Context: an optimization exercise on an open-source flow, tuned for small area. The choices shown serve that exercise and are no tape-out recipe. Only simulation tests tie the RTL to the original design; equivalence was not proved. No driver is modelled on the clock port, so clock power and skew are understated where the tree is cut down; a real chip needs a root buffer or a tree. No activity file was given, so power comes from the tool's default toggle rates.

== juniper ==
==> flow/design.v (excerpt) <==
module TWireSerIntrfc #(
  parameter I2CCLK = 100,  
  parameter SYSCLK = 100,  
  parameter [7:0] SLAVE_RD_ADDR = 8'h21,  
  parameter [7:0] SLAVE_WR_ADDR = 8'h20   
)
(
  input         clk,
  input         async_rst,
  input         sync_rst,
  input         rw,
  input         valid_in,
  input  [15:0] reg_addr,
  input  [15:0] data_in,
  output        valid_out,
  output [15:0] data_out,
  output        busy,
  output        error,
  input         SDA_I,
  output        SDA_O,
  output        SDA_T,
  output        SCL
);
==> flow/config.mk <==
export PLATFORM = sky130hd
export DESIGN_NAME = TWireSerIntrfc
export DESIGN_NICKNAME = TWireSerIntrfc
export VERILOG_FILES = /design/flow/design.v
export SDC_FILE = /design/flow/constraint.sdc
export NUM_CORES = 4
export LEC_CHECK = 0
export ABC_AREA = 1
export CAP_MARGIN = 20
export CORE_MARGIN = 2
export CORE_UTILIZATION = 40
export GPL_TIMING_DRIVEN = 0
export SLEW_MARGIN = 20
==> flow/constraint.sdc <==
create_clock -name core_clock -period 10.0 [get_ports {clk}]
set_input_delay 2.0000 -clock core_clock [delete_from_list [all_inputs] [get_ports {clk}]]
set_output_delay 2.0000 -clock core_clock [all_outputs]
set_load 0.01 [all_outputs]
standard.sh (not shown) runs the stock make flow with config.mk's settings and CLKGATE_MAP_FILE= SYNTH_SCRIPT=/design/flow/synth_recipe.tcl, a recipe that flattens the netlist after the stock synthesis.
==> flow/flow/run.sh <==
#!/bin/bash
# The standard layout (standard.sh) with these changes:
#  - synthesis maps the logic with an area-oriented ABC script (flow/abc_area.script,
#    used through a copy of ORFS's scripts folder; registers are left as they are);
#  - combinational cells get their smallest drive strength after floorplan
#    (flow/downsize.tcl); later repair steps size up where needed;
#  - the port buffers use the smallest buffer cell;
#  - CTS runs with the arguments in flow/cts_args; its tree is then collapsed
#    into the root buffer, which drives all register clock pins (flow/clock_merge.tcl).
set -euo pipefail
rm -rf scripts_abc
cp -r "$FLOW_HOME/scripts" scripts_abc
cp flow/abc_area.script scripts_abc/abc_area.script
SCRIPTS_DIR="$PWD/scripts_abc" bash standard.sh synth > standard_synth.log 2>&1
export BUFFER_PORTS_ARGS="-buffer_cell sky130_fd_sc_hd__buf_1"
export CTS_ARGS="$(cat flow/cts_args)"
export POST_CTS_TCL="$PWD/flow/clock_merge.tcl"
bash standard.sh floorplan > standard_floorplan.log 2>&1
ODB="orfs/results/${FLOW_PLATFORM}/TWireSerIntrfc/base/2_floorplan.odb" openroad -no_init -exit flow/downsize.tcl > downsize.log 2>&1
bash standard.sh > standard_finish.log 2>&1
==> flow/flow/clock_merge.tcl <==
# POST_CTS hook: replace the two-level clock tree that CTS built (a root buffer
# driving four leaf buffers) by two buffers fed straight from the clock port:
# the leaves are paired by position, each pair's registers move to one buffer
# of the pair, which becomes a buf_12, and the other buffer and the root are
# removed.
set block [ord::get_db_block]
set root [$block findInst clkbuf_0_clk]
if {$root eq "NULL" || $root eq ""} { error "clock_merge: no root clock buffer" }
set clknet [[$root findITerm A] getNet]
set rootnet [[$root findITerm X] getNet]
set leaves {}
foreach inst [$block getInsts] {
  if {$inst eq $root} { continue }
  if {[string match "clkbuf_*" [$inst getName]]} {
    if {[[$inst findITerm A] getNet] ne $rootnet} { error "clock_merge: unexpected tree" }
    lappend leaves [list [lindex [$inst getLocation] 0] $inst]
  }
}
if {[llength $leaves] != 4} { error "clock_merge: expected 4 leaf buffers" }
set leaves [lsort -integer -index 0 $leaves]
foreach {a b} $leaves {
  set keep [lindex $a 1]
  set drop [lindex $b 1]
  set keepnet [[$keep findITerm X] getNet]
  set dropnet [[$drop findITerm X] getNet]
  set sinks {}
  foreach it [$dropnet getITerms] {
    if {[$it getInst] ne $drop} { lappend sinks $it }
  }
  foreach it $sinks { $it disconnect; $it connect $keepnet }
  odb::dbInst_destroy $drop
  odb::dbNet_destroy $dropnet
  [$keep findITerm A] disconnect
  [$keep findITerm A] connect $clknet
  if {![$keep swapMaster [[ord::get_db] findMaster sky130_fd_sc_hd__buf_12]]} { error "clock_merge: swap failed" }
  puts "clock_merge: [$keep getName] drives [expr {[llength [$keepnet getITerms]] - 1}] pins"
}
odb::dbInst_destroy $root
odb::dbNet_destroy $rootnet
estimate_parasitics -placement
report_check_types -max_slew -violators
report_checks -path_delay min -format end -group_path_count 3
report_checks -path_delay max -format end -group_path_count 3
Other scripts of this flow, unchanged in this note and not shown: flow/flow/abc_area.script, flow/flow/cts_args, flow/flow/downsize.tcl
The final layout from juniper, which completed every stage, passed the timing, design-rule and antenna checks at the end of the flow.
--- input diff juniper..pepper ---
Settings: a change of CORE_UTILIZATION from 40 to 65.
diff --git a/flow/flow/run.sh b/flow/flow/run.sh
--- a/flow/flow/run.sh
+++ b/flow/flow/run.sh
@@ -6,6 +6,7 @@
 #    (flow/downsize.tcl); later repair steps size up where needed;
 #  - the port buffers use the smallest buffer cell;
-#  - CTS runs with the arguments in flow/cts_args; its tree is then collapsed
-#    into the root buffer, which drives all register clock pins (flow/clock_merge.tcl).
+#  - CTS runs with the arguments in flow/cts_args; its root buffer and four leaf
+#    buffers are then replaced by two clkbuf_8 clock buffers, each driving half of
+#    the registers, fed straight from the clock port (flow/clock_merge.tcl).
 set -euo pipefail
 rm -rf scripts_abc
diff --git a/flow/flow/clock_merge.tcl b/flow/flow/clock_merge.tcl
--- a/flow/flow/clock_merge.tcl
+++ b/flow/flow/clock_merge.tcl
@@ -2,5 +2,5 @@
 # driving four leaf buffers) by two buffers fed straight from the clock port:
 # the leaves are paired by position, each pair's registers move to one buffer
-# of the pair, which becomes a buf_12, and the other buffer and the root are
+# of the pair, which becomes a clkbuf_8, and the other buffer and the root are
 # removed.
 set block [ord::get_db_block]
@@ -33,5 +33,5 @@
   [$keep findITerm A] disconnect
   [$keep findITerm A] connect $clknet
-  if {![$keep swapMaster [[ord::get_db] findMaster sky130_fd_sc_hd__buf_12]]} { error "clock_merge: swap failed" }
+  if {![$keep swapMaster [[ord::get_db] findMaster sky130_fd_sc_hd__clkbuf_8]]} { error "clock_merge: swap failed" }
   puts "clock_merge: [$keep getName] drives [expr {[llength [$keepnet getITerms]] - 1}] pins"
 }
Results
In the metrics for pepper and juniper, the one carrying the lower final-layout fill cell count is pepper.
Sort pepper and juniper by routed length on met3, descending, and pepper comes first.
Relative to juniper, the final cell area reported for pepper is lower.
pepper reports its highest signal layer in the routed design as met4 while juniper reports met3.
pepper against juniper: internal power consumption lower, detailed route wirelength on metal2 grew by about 18%, routed wire length climbed about 7%, number of global-route vias before repair shrank by 13.
Input changes introduced in maple (baseline for comparison: pepper):
Settings: GPL_TIMING_DRIVEN: 0 -> unset; SLEW_MARGIN: 20 -> 5; CAP_MARGIN: 20 -> 5; CORE_UTILIZATION: 65 -> 40.
diff --git a/flow/flow/run.sh b/flow/flow/run.sh
--- a/flow/flow/run.sh
+++ b/flow/flow/run.sh
@@ -6,7 +6,6 @@
 #    (flow/downsize.tcl); later repair steps size up where needed;
 #  - the port buffers use the smallest buffer cell;
-#  - CTS runs with the arguments in flow/cts_args; its root buffer and four leaf
-#    buffers are then replaced by two clkbuf_8 clock buffers, each driving half of
-#    the registers, fed straight from the clock port (flow/clock_merge.tcl).
+#  - CTS runs with the arguments in flow/cts_args; its tree is then collapsed
+#    into the root buffer, which drives all register clock pins (flow/clock_merge.tcl).
 set -euo pipefail
 rm -rf scripts_abc
diff --git a/flow/flow/clock_merge.tcl b/flow/flow/clock_merge.tcl
--- a/flow/flow/clock_merge.tcl
+++ b/flow/flow/clock_merge.tcl
@@ -2,5 +2,5 @@
 # driving four leaf buffers) by two buffers fed straight from the clock port:
 # the leaves are paired by position, each pair's registers move to one buffer
-# of the pair, which becomes a clkbuf_8, and the other buffer and the root are
+# of the pair, which becomes a buf_12, and the other buffer and the root are
 # removed.
 set block [ord::get_db_block]
@@ -33,5 +33,5 @@
   [$keep findITerm A] disconnect
   [$keep findITerm A] connect $clknet
-  if {![$keep swapMaster [[ord::get_db] findMaster sky130_fd_sc_hd__clkbuf_8]]} { error "clock_merge: swap failed" }
+  if {![$keep swapMaster [[ord::get_db] findMaster sky130_fd_sc_hd__buf_12]]} { error "clock_merge: swap failed" }
   puts "clock_merge: [$keep getName] drives [expr {[llength [$keepnet getITerms]] - 1}] pins"
 }
### Flow results
- Changes observed in maple relative to pepper: share of final layout cell area taken by non-clock buffers went up by 0.19 points, clock insertion delay at the later pin of the skew report went down by 0.05 ns, overall power after layout went up by about 4%, clock skew was more or less identical, final instance area went up by 2.2%.
- Between pepper and maple, the flow reports clock network power increasing by more than a quarter.
- maple vs pepper — via count of the first global-routing pass climbed by a few percent
Changes in delta relative to maple:
Settings: GPL_TIMING_DRIVEN now 0, previously not set; CAP_MARGIN now 20, was 5; SLEW_MARGIN now 20, was 5.
diff --git a/flow/flow/run.sh b/flow/flow/run.sh
--- a/flow/flow/run.sh
+++ b/flow/flow/run.sh
@@ -6,6 +6,7 @@
 #    (flow/downsize.tcl); later repair steps size up where needed;
 #  - the port buffers use the smallest buffer cell;
-#  - CTS runs with the arguments in flow/cts_args; its tree is then collapsed
-#    into the root buffer, which drives all register clock pins (flow/clock_merge.tcl).
+#  - CTS runs with the arguments in flow/cts_args; its root buffer and four leaf
+#    buffers are then replaced by two buf_12 clock buffers, each driving half of
+#    the registers, fed straight from the clock port (flow/clock_merge.tcl).
 set -euo pipefail
 rm -rf scripts_abc
==> comparison <==
Power is higher on maple. delta vs maple: via count of the first global-routing pass down in delta. Any difference in power consumed by the clock network between maple and delta is small enough to ignore. Comparing delta with maple, the clock group share of total power came out essentially unchanged. On count of routing violations after the opening detailed-route iteration, maple loses to delta. Delta (delta minus maple): total length of routed met3 wires moved down, final area level.

TWireSerIntrfc, a different RTL version from the one above (not shown whole).
Size in the first run: roughly 260 cells after synthesis, about 44 flip-flops, ~60 I/O pins.
export LEC_CHECK = 0
export ABC_AREA = 1
export CAP_MARGIN = 20
export CORE_MARGIN = 2
export CORE_UTILIZATION = 40
export SLEW_MARGIN = 20
create_clock -name core_clock -period 10.0 [get_ports {clk}]
==> flow/flow/run.sh <==
#!/bin/bash
# The standard layout (standard.sh) with these changes:
#  - synthesis maps the logic with an area-oriented ABC script (flow/abc_area.script,
#    used through a copy of ORFS's scripts folder; registers are left as they are);
#  - combinational cells get their smallest drive strength after floorplan
#    (flow/downsize.tcl); later repair steps size up where needed;
#  - the port buffers use the smallest buffer cell;
#  - the clock tree uses the CTS arguments in flow/cts_args.
set -euo pipefail
rm -rf scripts_abc
cp -r "$FLOW_HOME/scripts" scripts_abc
cp flow/abc_area.script scripts_abc/abc_area.script
SCRIPTS_DIR="$PWD/scripts_abc" bash standard.sh synth > standard_synth.log 2>&1
export BUFFER_PORTS_ARGS="-buffer_cell sky130_fd_sc_hd__buf_1"
export CTS_ARGS="$(cat flow/cts_args)"
bash standard.sh floorplan > standard_floorplan.log 2>&1
ODB="orfs/results/${FLOW_PLATFORM}/TWireSerIntrfc/base/2_floorplan.odb" openroad -no_init -exit flow/downsize.tcl > downsize.log 2>&1
bash standard.sh > standard_finish.log 2>&1
==> flow/flow/abc_area.script <==
strash
balance
rewrite
refactor
balance
rewrite
rewrite -z
balance
refactor -z
rewrite -z
balance
dc2
dch -f
map -a
mfs2
map -a
topo
==> flow/flow/cts_args <==
-repair_clock_nets -buf_list sky130_fd_sc_hd__clkbuf_8 -dont_use_dummy_load
==> flow/flow/downsize.tcl <==
# Give every combinational cell of the synthesized netlist the smallest drive
# strength of its cell family; later repair steps size up where needed.
read_db $::env(ODB)
set block [ord::get_db_block]
set db [ord::get_db]
set saved 0.0
set n 0
foreach inst [$block getInsts] {
  set m [$inst getMaster]
  set name [$m getName]
  if {![regexp {^(sky130_fd_sc_hd__([a-z0-9]+))_([0-9]+)$} $name -> base fam drive]} { continue }
  if {[regexp {^(e?df|sdf|dl|lpflow|probe|tap|fill|decap|conb|diode)} $fam]} { continue }
  set best $m
  set barea [expr {[$m getWidth] * [$m getHeight]}]
  foreach d {0 1 2} {
    set c [$db findMaster "${base}_$d"]
    if {$c eq "NULL" || $c eq ""} { continue }
    set a [expr {[$c getWidth] * [$c getHeight]}]
    if {$a < $barea} { set best $c; set barea $a }
  }
  if {$best ne $m} {
    set old [expr {[$m getWidth] * [$m getHeight]}]
    if {[$inst swapMaster $best]} {
      set saved [expr {$saved + ($old - $barea) / 1e6}]
      incr n
      puts "[$inst getName]: $name -> [$best getName]"
    }
  }
}
puts "downsized $n cells, [format %.2f $saved] um2"
write_db $::env(ODB)
The starting point produced a clean layout.
Rerun with:
==> flow/flow/cts_args (replaced) <==
-sink_clustering_enable -repair_clock_nets -buf_list sky130_fd_sc_hd__clkbuf_4 -dont_use_dummy_load
- CORE_UTILIZATION: 40 -> 65
Outcome: Maximum frequency goes up slightly; flip-flop and latch count stays the same; power goes down by a few percent; register-to-register slack improves by 0.05 ns; design area goes down by a few percent; synthesized cell count stays the same; die area goes down by well over a third; core utilization goes up by 30 points; via count goes up by a few percent; synthesized area does not change; routed wire length goes down slightly.
Rerun with:
==> flow/flow/cts_args (replaced) <==
-sink_clustering_enable -repair_clock_nets -buf_list sky130_fd_sc_hd__clkbuf_8 -sink_clustering_size 24 -sink_clustering_max_diameter 200 -dont_use_dummy_load
- CORE_UTILIZATION: 65 -> 40
What happened: Register-to-register slack got worse by 0.05 ns; clock-buffer cell count stays the same; worst setup slack is worse by 0.032 ns; total power grows by a few percent; area after synthesis stays the same; maximum frequency falls slightly; utilization fell by 30 points.
Rerun with:
- CORE_UTILIZATION: 40 -> 65
The changed run passed the timing, design-rule and antenna checks.
Clock-buffer cell count stays the same.
Design area goes down slightly.
Synthesized area is unchanged.
Non-clock buffer count stays the same.
Global-route usage goes up by 11 points.

==> afterwards: timing with drivers on the ports <==
No port has a modelled driver above. Below, the same layouts with a new extraction and two added sets of constraints. Step 1 sets driving cells, clkbuf_16 on the clock port and buf_2 on the other inputs (assumed; they add their load-dependent delay and slew). Step 2 moves the port delays by t, midway between the first and last clock arrival at a register: inputs arrive t later, outputs are due t later. That takes back most of the time a late clock gives input paths. a / b / c = ideal ports / drivers / drivers and shift; a / b = the first two.
run	t (ns)	setup slack, ns	worst setup path after step 2	worst register clock-pin slew, ns	pins driven straight from the clock port
juniper	0.167	4.707 / 4.663 / 4.829	register to output	0.09 / 0.09	2
pepper	0.209	4.579 / 4.540 / 4.749	register to output	0.12 / 0.12	2
maple	0.171	4.801 / 4.751 / 4.822	input to output	0.09 / 0.09	2
delta	0.167	4.707 / 4.663 / 4.829	register to output	0.09 / 0.09	2
the first run of note 2	0.307	4.718 / 4.690 / 4.922	input to output	0.08 / 0.08	1
the second run of note 2	0.365	4.750 / 4.725 / 4.866	input to output	0.12 / 0.12	1
the third run of note 2	0.307	4.718 / 4.690 / 4.922	input to output	0.08 / 0.08	1
the fourth run of note 2	0.303	4.724 / 4.697 / 4.856	input to output	0.08 / 0.08	1
After both steps setup and hold are still met in every run listed.
